Context: an optimization exercise on an open-source flow, tuned for small area, a short achievable clock period and few clock cycles per item. The choices shown serve that exercise and are no tape-out recipe.
In this exercise RTL edits were held to simulation tests only and were not proved equivalent to the original.
Power figures rest on the tool's default switching activity, not on a simulated workload.

## iterativeDivision
module iterativeDivision
  #(parameter int unsigned DATA_W = 32)
  ( input  var logic i_clk
  , input  var logic i_rst  
  , input  var logic [DATA_W-1:0] i_dividend
  , input  var logic [DATA_W-1:0] i_divisor
  , input  var logic i_start  
  , output var logic [DATA_W-1:0] o_quotient
  , output var logic [DATA_W-1:0] o_remainder
  , output var logic o_finish  
  );
Size in the first run: about 2400 cells after synthesis, about 110 flip-flops, ~130 I/O pins, ~14000 um^2 of cells after synthesis.
==> module iterativeDivision, before the edit <==
module iterativeDivision
  #(parameter int unsigned DATA_W = 32)
  ( input  var logic i_clk
  , input  var logic i_rst  
  , input  var logic [DATA_W-1:0] i_dividend
  , input  var logic [DATA_W-1:0] i_divisor
  , input  var logic i_start  
  , output var logic [DATA_W-1:0] o_quotient
  , output var logic [DATA_W-1:0] o_remainder
  , output var logic o_finish  
  );
  function automatic logic [5:0] clz32(input logic [31:0] x);
    logic [15:0] z1; logic [15:0] c1;       
    logic [7:0]  z2; logic [15:0] c2;       
    logic [3:0]  z3; logic [11:0] c3;       
    logic [1:0]  z4; logic [7:0]  c4;       
    logic        z5; logic [4:0]  c5;
    for (int i = 0; i < 16; i++) begin
      z1[i] = !(x[2*i+1] || x[2*i]);
      c1[i] = !x[2*i+1];
    end
    for (int i = 0; i < 8; i++) begin
      z2[i]         = z1[2*i+1] && z1[2*i];
      c2[2*i+:2]    = z1[2*i+1] ? {1'b1, c1[2*i]} : {1'b0, c1[2*i+1]};
    end
    for (int i = 0; i < 4; i++) begin
      z3[i]         = z2[2*i+1] && z2[2*i];
      c3[3*i+:3]    = z2[2*i+1] ? {1'b1, c2[4*i+:2]} : {1'b0, c2[4*i+2+:2]};
    end
    for (int i = 0; i < 2; i++) begin
      z4[i]         = z3[2*i+1] && z3[2*i];
      c4[4*i+:4]    = z3[2*i+1] ? {1'b1, c3[6*i+:3]} : {1'b0, c3[6*i+3+:3]};
    end
    z5 = z4[1] && z4[0];
    c5 = z4[1] ? {1'b1, c4[3:0]} : {1'b0, c4[7:4]};
    clz32 = {z5, z5 ? 5'd0 : c5};
  endfunction
  logic divZero_q;
  logic [5:0] zA, zB;
  logic [6:0] shDiff_q;
  always_comb begin
    zA = clz32(i_dividend);
    zB = clz32(i_divisor);
  end
  always_ff @(posedge i_clk)
    if (i_start)
      shDiff_q <= {1'b0, zB} - {1'b0, zA};
  logic [3:0] shAmt;
  logic       quotZero, alignDone;
  always_comb begin
    shAmt    = shDiff_q[4:1];
    quotZero = shDiff_q[6] || divZero_q;
    alignDone = (shDiff_q[5:1] == '0);
  end
  logic       busy_q, align_q, step_q;
  logic [3:0] count_q;
  always_ff @(posedge i_clk)
    if (i_rst) begin
      busy_q  <= '0;
      align_q <= '0;
      step_q  <= '0;
    end else if (i_start) begin
      busy_q  <= '1;
      align_q <= '1;
      step_q  <= '0;
    end else if (align_q) begin
      busy_q  <= !quotZero;
      align_q <= '0;
      step_q  <= !quotZero && !alignDone;
    end else begin
      busy_q  <= busy_q && step_q;
      step_q  <= step_q && (count_q != '0);
    end
  always_ff @(posedge i_clk)
    if (align_q)
      count_q <= shAmt;
    else
      count_q <= count_q - 1'b1;
  always_comb
    o_finish = busy_q && (align_q ? quotZero : !step_q);
  logic [DATA_W:0]   div_q;
  logic [DATA_W-1:0] rem_q, quo_q, remNext;
  logic              doStep;
  always_comb
    doStep = step_q || (align_q && alignDone && !quotZero);
  localparam int unsigned W = DATA_W + 3;
  logic [W-1:0] rX, dX, d2X, s3, c3;
  logic [W:0]   t1, t2, t3;
  logic         ge1, ge2, ge3, q1, q2;
  always_comb begin
    rX  = W'(rem_q);
    d2X = W'(div_q);
    dX  = W'(div_q[DATA_W:1]);
    s3  = rX ^ ~d2X ^ ~dX;
    c3  = {(rX[W-2:0] & ~d2X[W-2:0]) | (rX[W-2:0] & ~dX[W-2:0])
           | (~d2X[W-2:0] & ~dX[W-2:0]), 1'b1};
    t1  = {rX, 1'b1} + {~dX, 1'b1};
    t2  = {rX, 1'b1} + {~d2X, 1'b1};
    t3  = {s3, 1'b1} + {c3, 1'b1};
    ge1 = !t1[W];
    ge2 = !t2[W];
    ge3 = !t3[W];
    q1  = ge2;
    q2  = ge3 || (ge1 && !ge2);
    if (ge3)
      remNext = t3[DATA_W:1];
    else if (ge2)
      remNext = t2[DATA_W:1];
    else if (ge1)
      remNext = t1[DATA_W:1];
    else
      remNext = rem_q;
  end
  always_ff @(posedge i_clk)
    if (i_start)
      divZero_q <= (i_divisor == '0);
  always_ff @(posedge i_clk)
    if (i_start)
      div_q <= {i_divisor, 1'b0};
    else if (align_q)
      div_q <= div_q << {shAmt, 1'b0};
    else
      div_q <= div_q >> 2;
  always_ff @(posedge i_clk)
    if (i_start)
      rem_q <= i_dividend;
    else if (doStep)
      rem_q <= remNext;
  always_ff @(posedge i_clk)
    if (i_start)
      quo_q <= {DATA_W{i_divisor == '0}};
    else if (doStep)
      quo_q <= {quo_q[DATA_W-3:0], q1, q2};
  always_comb begin
    o_quotient  = quo_q;
    o_remainder = rem_q;
  end
endmodule
make LEC_CHECK=0 ABC_AREA=1 CAP_MARGIN=20 CORE_MARGIN=2 CORE_UTILIZATION=40 SETUP_SLACK_MARGIN=4.5 SLEW_MARGIN=20 finish   # period 8.0 ns
run.sh (not shown) runs the stock make flow with config.mk's settings and CLKGATE_MAP_FILE= SYNTH_SCRIPT=/design/flow/synth_recipe.tcl, a recipe that flattens the netlist after the stock synthesis.
Testbench counts at the start, summed over its fixed seeds: cycles 13,806, items 3,200.
Then changed:
--- a/flow/design.v
+++ b/flow/design.v
@@ -46,13 +46,12 @@
   always_ff @(posedge i_clk)
     if (i_start)
       shDiff_q <= {1'b0, zB} - {1'b0, zA};
   logic [3:0] shAmt;
-  logic       quotZero, alignDone;
+  logic       quotZero;
   always_comb begin
     shAmt    = shDiff_q[4:1];
     quotZero = shDiff_q[6] || divZero_q;
-    alignDone = (shDiff_q[5:1] == '0);
   end
   logic       busy_q, align_q, step_q;
   logic [3:0] count_q;
   always_ff @(posedge i_clk)
@@ -66,9 +65,9 @@
       step_q  <= '0;
     end else if (align_q) begin
       busy_q  <= !quotZero;
       align_q <= '0;
-      step_q  <= !quotZero && !alignDone;
+      step_q  <= !quotZero;
     end else begin
       busy_q  <= busy_q && step_q;
       step_q  <= step_q && (count_q != '0);
     end
@@ -80,11 +79,8 @@
   always_comb
     o_finish = busy_q && (align_q ? quotZero : !step_q);
   logic [DATA_W:0]   div_q;
   logic [DATA_W-1:0] rem_q, quo_q, remNext;
-  logic              doStep;
-  always_comb
-    doStep = step_q || (align_q && alignDone && !quotZero);
   localparam int unsigned W = DATA_W + 3;
   logic [W-1:0] rX, dX, d2X, s3, c3;
   logic [W:0]   t1, t2, t3;
   logic         ge1, ge2, ge3, q1, q2;
@@ -116,22 +112,22 @@
     if (i_start)
       divZero_q <= (i_divisor == '0);
   always_ff @(posedge i_clk)
     if (i_start)
-      div_q <= {i_divisor, 1'b0};
+      div_q <= {1'b0, i_divisor};
     else if (align_q)
-      div_q <= div_q << {shAmt, 1'b0};
+      div_q <= {div_q[DATA_W-1:0], 1'b0} << {shAmt, 1'b0};
     else
       div_q <= div_q >> 2;
   always_ff @(posedge i_clk)
     if (i_start)
       rem_q <= i_dividend;
-    else if (doStep)
+    else if (step_q)
       rem_q <= remNext;
   always_ff @(posedge i_clk)
     if (i_start)
       quo_q <= {DATA_W{i_divisor == '0}};
-    else if (doStep)
+    else if (step_q)
       quo_q <= {quo_q[DATA_W-3:0], q1, q2};
   always_comb begin
     o_quotient  = quo_q;
     o_remainder = rem_q;
The changed run produced a clean layout.
Maximum frequency rose by about 2.2%.
Die area fell by about 2%.
Clock-buffer cell count is unchanged.
Setup slack gets better by 0.079 ns.
Clock power rose by about 6%.
Testbench counts after the change, summed over its fixed seeds: cycles 13,991, items 3,200.

[port drivers added, routing unchanged]
In the flow no input, the clock included, has a driving cell. The finished layouts below were timed again as built, in two steps.
Step 1: set_driving_cell puts a clkbuf_16 on i_clk and a buf_2 on each other input, an assumption about the parent block.
Step 2 times the ports against the registers' clock, not the clock port: input delays grow and output delays shrink by t, the midpoint of the rising clock arrivals with the driver on.
a / b / c = no drivers / after step 1 / after step 2; a / b = the first two.
| run | shift t [ns] | setup WS [ns] | worst register clock-pin slew, ns |
|---|---|---|---|
| the first run | 0.428 | 4.348 / 4.379 / 3.951 | 0.09 / 0.09 |
| the second run | 0.431 | 4.427 / 4.455 / 4.023 | 0.09 / 0.09 |
After both steps setup and hold are still met in every run listed. The setup slack of the second run, which loses most, moves by +0.028 ns with the drivers and by -0.404 ns with both steps.
